This is an optimization exercise on Yosys and OpenROAD, whose aim is small area, a short achievable clock period and few clock cycles, not a production implementation. RTL that was checked went through simulation tests only; none was proved equivalent to the original. Power is estimated from default activity; no workload was simulated.

Design SimpleCPU, start of the top module:
module SimpleCPU(clk, rst, data_fromRAM, wrEn, addr_toRAM, data_toRAM);
For scale: about 950 cells after synthesis, ~8600 µm² of cells after synthesis.
clock: 10.0 ns
lec_check: 0
cap_margin: 20
core_margin: 2
core_utilization: 40
slew_margin: 20
standard.sh (not shown) runs the stock make flow with config.mk's settings and CLKGATE_MAP_FILE= SYNTH_SCRIPT=/design/flow/synth_recipe.tcl, a recipe that flattens the netlist after the stock synthesis.
==> flow/flow/run.sh <==
#!/bin/bash
# Standard ORFS layout, with repair_timing aiming past the clock period the
# SDC states so that the achieved period gets as short as the design allows,
# and plain buffers on the ports.
set -euo pipefail
export SETUP_SLACK_MARGIN=5.4
export BUFFER_PORTS_ARGS="-buffer_cell sky130_fd_sc_hd__buf_2"
bash standard.sh > standard.log 2>&1
The baseline produced a clean layout.
Edit:
--- a/flow/flow/run.sh
+++ b/flow/flow/run.sh
@@ -4,5 +4,5 @@
 # and plain buffers on the ports.
 set -euo pipefail
-export SETUP_SLACK_MARGIN=5.4
+export SETUP_SLACK_MARGIN=5.6
 export BUFFER_PORTS_ARGS="-buffer_cell sky130_fd_sc_hd__buf_2"
 bash standard.sh > standard.log 2>&1
What happened: The changed run went through all stages and came out clean. Flip-flop and latch count stays the same. Core utilization is higher by 1.2 points. Area after synthesis is unchanged.
No functional check of the RTL was part of any run of this note.

---

== wip/juniper ==
SimpleCPU, a different RTL version from the one above (not shown whole).
For scale: roughly 950 cells after synthesis, ~8200 um2 of cells after synthesis.
Settings: LEC_CHECK=0, CAP_MARGIN=20, CORE_MARGIN=2, CORE_UTILIZATION=40, SLEW_MARGIN=20; clock period 10.0 ns.
==> flow/flow/run.sh <==
#!/bin/bash
# Standard ORFS layout, with repair_timing aiming past the clock period the
# SDC states so that the achieved period gets as short as the design allows,
# and plain buffers on the ports.
set -euo pipefail
export SETUP_SLACK_MARGIN=5.5
export CTS_ARGS="-sink_clustering_enable -repair_clock_nets -dont_use_dummy_load -sink_clustering_size 10 -sink_clustering_max_diameter 40 -buf_list sky130_fd_sc_hd__clkbuf_8"
export BUFFER_PORTS_ARGS="-buffer_cell sky130_fd_sc_hd__buf_2"
bash standard.sh > standard.log 2>&1
Testbench counts of wip/juniper, summed over its fixed seeds: cycles 205,053.
## Diff of input files: wip/xenon against wip/juniper
==> flow/flow/run.sh <==
#!/bin/bash
# Standard ORFS layout, with repair_timing aiming past the clock period the
# SDC states so that the achieved period gets as short as the design allows,
# and plain buffers on the ports.
set -euo pipefail
export SETUP_SLACK_MARGIN=5.6
export CTS_ARGS="-sink_clustering_enable -repair_clock_nets -dont_use_dummy_load -sink_clustering_size 12 -sink_clustering_max_diameter 40 -buf_list sky130_fd_sc_hd__clkbuf_8"
export BUFFER_PORTS_ARGS="-buffer_cell sky130_fd_sc_hd__buf_2"
bash standard.sh > standard.log 2>&1
[summary]
- Compared wip/xenon vs wip/juniper, and proportion of power drawn by combinational gates is up in wip/xenon.
- Per the comparison of wip/xenon with wip/juniper, sequential share of layout area now sits lower, register-to-register slack now larger.
Input changes introduced in wip/amber (baseline for comparison: wip/xenon):
-- flow/flow/run.sh --
<<< wip/xenon, line 5
set -euo pipefail
export SETUP_SLACK_MARGIN=5.6
export CTS_ARGS="-sink_clustering_enable -repair_clock_nets -dont_use_dummy_load -sink_clustering_size 12 -sink_clustering_max_diameter 40 -buf_list sky130_fd_sc_hd__clkbuf_8"
>>> wip/amber, line 5
set -euo pipefail
export SETUP_SLACK_MARGIN=5.5
export CTS_ARGS="-sink_clustering_enable -repair_clock_nets -dont_use_dummy_load -sink_clustering_size 12 -sink_clustering_max_diameter 40 -buf_list sky130_fd_sc_hd__clkbuf_8"
Results
The design area in wip/amber sits 550 um2 below the value recorded for wip/xenon.
The run showing the smaller net switching component of the power is wip/amber.
wip/amber ends up with higher clock power share than wip/xenon does.
Higher relative slew slack among wip/xenon and wip/amber: wip/amber
Comparing switching power as a share of total power for wip/xenon and wip/amber, the bigger number came from wip/xenon.
Compared to wip/xenon, wip/amber has cell count about 2.7% lower.
wip/amber and wip/xenon ended up with roughly the same worst hold margin.
wip/amber leaves less setup margin than wip/xenon.
Relative to wip/xenon, routed length on met2 has decreased by 480 um in wip/amber.
Here is what was changed in the inputs of wip/fjord compared with wip/amber.
-- flow/flow/run.sh --
<<< wip/amber, line 5
set -euo pipefail
export SETUP_SLACK_MARGIN=5.5
export CTS_ARGS="-sink_clustering_enable -repair_clock_nets -dont_use_dummy_load -sink_clustering_size 12 -sink_clustering_max_diameter 40 -buf_list sky130_fd_sc_hd__clkbuf_8"
>>> wip/fjord, line 5
set -euo pipefail
export SETUP_SLACK_MARGIN=5.55
export CTS_ARGS="-sink_clustering_enable -repair_clock_nets -dont_use_dummy_load -sink_clustering_size 12 -sink_clustering_max_diameter 40 -buf_list sky130_fd_sc_hd__clkbuf_8"
### Flow results
On via count, wip/fjord and wip/amber are basically level. The standard cell with the maximum stage delay on the critical path comes out sky130_fd_sc_hd__or3_1 in one run and sky130_fd_sc_hd__ha_1 in the other, namely in wip/amber and wip/fjord respectively. Changes observed in wip/fjord relative to wip/amber: cell count up about 0.6%; final standard cell utilization of the core went up 0.70 points; maximum frequency from static timing analysis picked up an extra 0.75%; area used by multi-input combinational logic rose by about 1.3%; cell total after placement flat. Relative to wip/amber, combinational power share increased by 0.8 points in wip/fjord. wip/fjord vs. wip/amber: switching power of the nets went up by about 2%, design area went up by about 1.5%, placed instance area was more or less identical, clock power was more or less identical.
What wip/violet does differently from wip/fjord at the input level:
==> flow/flow/run.sh <==
#!/bin/bash
# Standard ORFS layout, with repair_timing aiming past the clock period the
# SDC states so that the achieved period gets as short as the design allows,
# and plain buffers on the ports.
set -euo pipefail
export SETUP_SLACK_MARGIN=5.5
export CTS_ARGS="-sink_clustering_enable -repair_clock_nets -dont_use_dummy_load -sink_clustering_size 16 -sink_clustering_max_diameter 50 -buf_list {sky130_fd_sc_hd__clkbuf_8 sky130_fd_sc_hd__clkbuf_16}"
export BUFFER_PORTS_ARGS="-buffer_cell sky130_fd_sc_hd__buf_2"
bash standard.sh > standard.log 2>&1
[summary]
- Per the comparison of wip/violet with wip/fjord, power share of the clock group higher, number of multi-input combinational cells roughly the same.
- In wip/violet the first-pass GRT wire length turned out 0.69% lower than in wip/fjord.
- wip/fjord vs wip/violet, startpoint of the most critical setup path: data_fromRAM[1] vs data_fromRAM[7]
- Growth of design area from synthesis to finish, wip/fjord and wip/violet, higher one = wip/violet.
- Compared with wip/fjord, in wip/violet sequential-to-total area share from yosys stat essentially unchanged; register-to-register slack now sits higher.
- Compared with wip/fjord, in wip/violet share of power burned in combinational logic dropped 2.5 points, worst hold slack dropped 9.3 ps, number of remaining DRC errors barely changed, core utilization barely changed, signal arrival time at the worst endpoint barely changed.
For wip/lagoon, these inputs were changed with respect to wip/violet:
Settings: changing CORE_UTILIZATION from 40 to 50; setting GPL_TIMING_DRIVEN to 1 for the first time.
==> flow/flow/run.sh <==
#!/bin/bash
# Standard ORFS layout, with repair_timing aiming past the clock period the
# SDC states so that the achieved period gets as short as the design allows,
# and plain buffers on the ports.
set -euo pipefail
export SETUP_SLACK_MARGIN=5.5
export CTS_ARGS="-sink_clustering_enable -repair_clock_nets -dont_use_dummy_load"
export BUFFER_PORTS_ARGS="-buffer_cell sky130_fd_sc_hd__buf_2"
bash standard.sh > standard.log 2>&1
Notes after the runs:
Total power (higher): wip/lagoon. Diff wip/violet -> wip/lagoon: number of standard cells in the final layout excluding fillers has decreased; wire length of the first global-routing pass has decreased; hold slack has remained practically unchanged; full die area has decreased; via density per instance has increased.

---

== job 3846 ==
SimpleCPU, a different RTL version from the one above (not shown whole).
Size: ~110 flip-flops, about 77 I/O pins, about 9100 µm² of cells after synthesis.
Settings: LEC_CHECK=0, CAP_MARGIN=20, CORE_MARGIN=2, CORE_UTILIZATION=40, SLEW_MARGIN=20; clock period 10.0 ns.
==> flow/flow/run.sh <==
#!/bin/bash
# Standard ORFS layout, with repair_timing aiming past the clock period the
# SDC states so that the achieved period gets as short as the design allows,
# and plain buffers on the ports.
set -euo pipefail
export SETUP_SLACK_MARGIN=5.6
export BUFFER_PORTS_ARGS="-buffer_cell sky130_fd_sc_hd__buf_1"
bash standard.sh > standard.log 2>&1
What job 8877 does differently from job 3846 at the input level:
==> flow/flow/run.sh <==
#!/bin/bash
# Standard ORFS layout, with repair_timing aiming past the clock period the
# SDC states so that the achieved period gets as short as the design allows.
set -euo pipefail
export SETUP_SLACK_MARGIN=5.8
bash standard.sh > standard.log 2>&1
Results
- Job 8877: done, clean on timing, DRC and antenna
- Of job 8877 and job 3846, the run reporting the higher share of total power consumed by net switching was job 3846.
- [job 8877] via count of the routed design rose 0.49% relative to job 3846
- Detailed-routing iteration count for the pre-antenna-repair pass in job 8877 is 1 above job 3846.
- Compared with job 3846, in job 8877 synthesis-to-layout area growth increased 7.4 points, floorplan die area essentially unchanged.
- A slowest cell on the critical path of sky130_fd_sc_hd__ha_1 is what job 8877 shows, while sky130_fd_sc_hd__a221o_1 belongs to job 3846.
Here is what was changed in the inputs of job 7715 compared with job 8877.
==> flow/flow/run.sh <==
#!/bin/bash
# Standard ORFS layout, with repair_timing aiming past the clock period the
# SDC states so that the achieved period gets as short as the design allows.
set -euo pipefail
export SETUP_SLACK_MARGIN=5.6
bash standard.sh > standard.log 2>&1
- Max number of filler cells placed in the layout across job 7715 and job 8877: job 7715
- Between job 7715 and job 8877, the aggregate global-route resource usage is lower for job 7715.
- First-pass GRT wire length (job 7715 over job 8877): decrease, about 3%
- The clock power share in job 7715 sits 1.4 points above the value recorded for job 8877.
- Comparing sum of routed wire length over all layers for job 7715 and job 8877, the smaller number came from job 7715.
- On placed standard-cell area, job 8877 tracks job 7715 almost exactly.
- Any difference in sequential cell area in the final layout between job 7715 and job 8877 is small enough to ignore.
- Final area on job 7715 is ahead of job 8877.
- The multi-input combinational cell area in job 7715 sits about 4.3% below the value recorded for job 8877.
- On number of cells after detailed placement, job 7715 and job 8877 are neck and neck.
- Job 8877 and job 7715 ended up with roughly the same clock input transition at the sequential cells of the worst setup and hold paths.
No run of this note included a check of the RTL's function; only the layout flow was run.

-- port drivers added, routing unchanged --
The flow's constraints put no driver on any port. The routed layouts listed below were extracted and timed again, unchanged, in two steps.
Step 1, drivers: a clkbuf_16 drives clk and a buf_2 each remaining input, both assumed.
Step 2 also shifts input and output timing later by t, the mid clock arrival at the registers, as if the neighbouring blocks saw the same clock.
a / b / c = ideal / step 1 / step 2; a / b = the first two.
run | t (ns) | setup slack, ns | hold WS [ns]
the first run of note 1 | 0.456 | 5.450 / 5.470 / 5.014 | 0.548 / 0.548 / 0.548
the second run of note 1 | 0.459 | 5.572 / 5.542 / 5.083 | 0.542 / 0.542 / 0.542
wip/juniper | 0.418 | 5.535 / 5.546 / 5.128 | 0.453 / 0.453 / 0.453
wip/xenon | 0.422 | 5.576 / 5.564 / 5.142 | 0.455 / 0.455 / 0.455
wip/amber | 0.418 | 5.535 / 5.546 / 5.128 | 0.453 / 0.453 / 0.453
wip/fjord | 0.420 | 5.568 / 5.558 / 5.138 | 0.461 / 0.461 / 0.461
wip/violet | 0.397 | 5.565 / 5.586 / 5.189 | 0.452 / 0.452 / 0.452
wip/lagoon | 0.397 | 5.509 / 5.504 / 5.107 | 0.453 / 0.453 / 0.453
job 3846 | 0.406 | 5.473 / 5.463 / 5.057 | 0.475 / 0.475 / 0.475
job 8877 | 0.413 | 5.564 / 5.575 / 5.161 | 0.479 / 0.479 / 0.479
job 7715 | 0.406 | 5.590 / 5.589 / 5.188 | 0.479 / 0.479 / 0.479
After both steps every run listed still meets setup and hold. For the second run of note 1, which loses most, drivers alone change the setup slack by -0.030 ns; drivers and shift together by -0.489 ns.
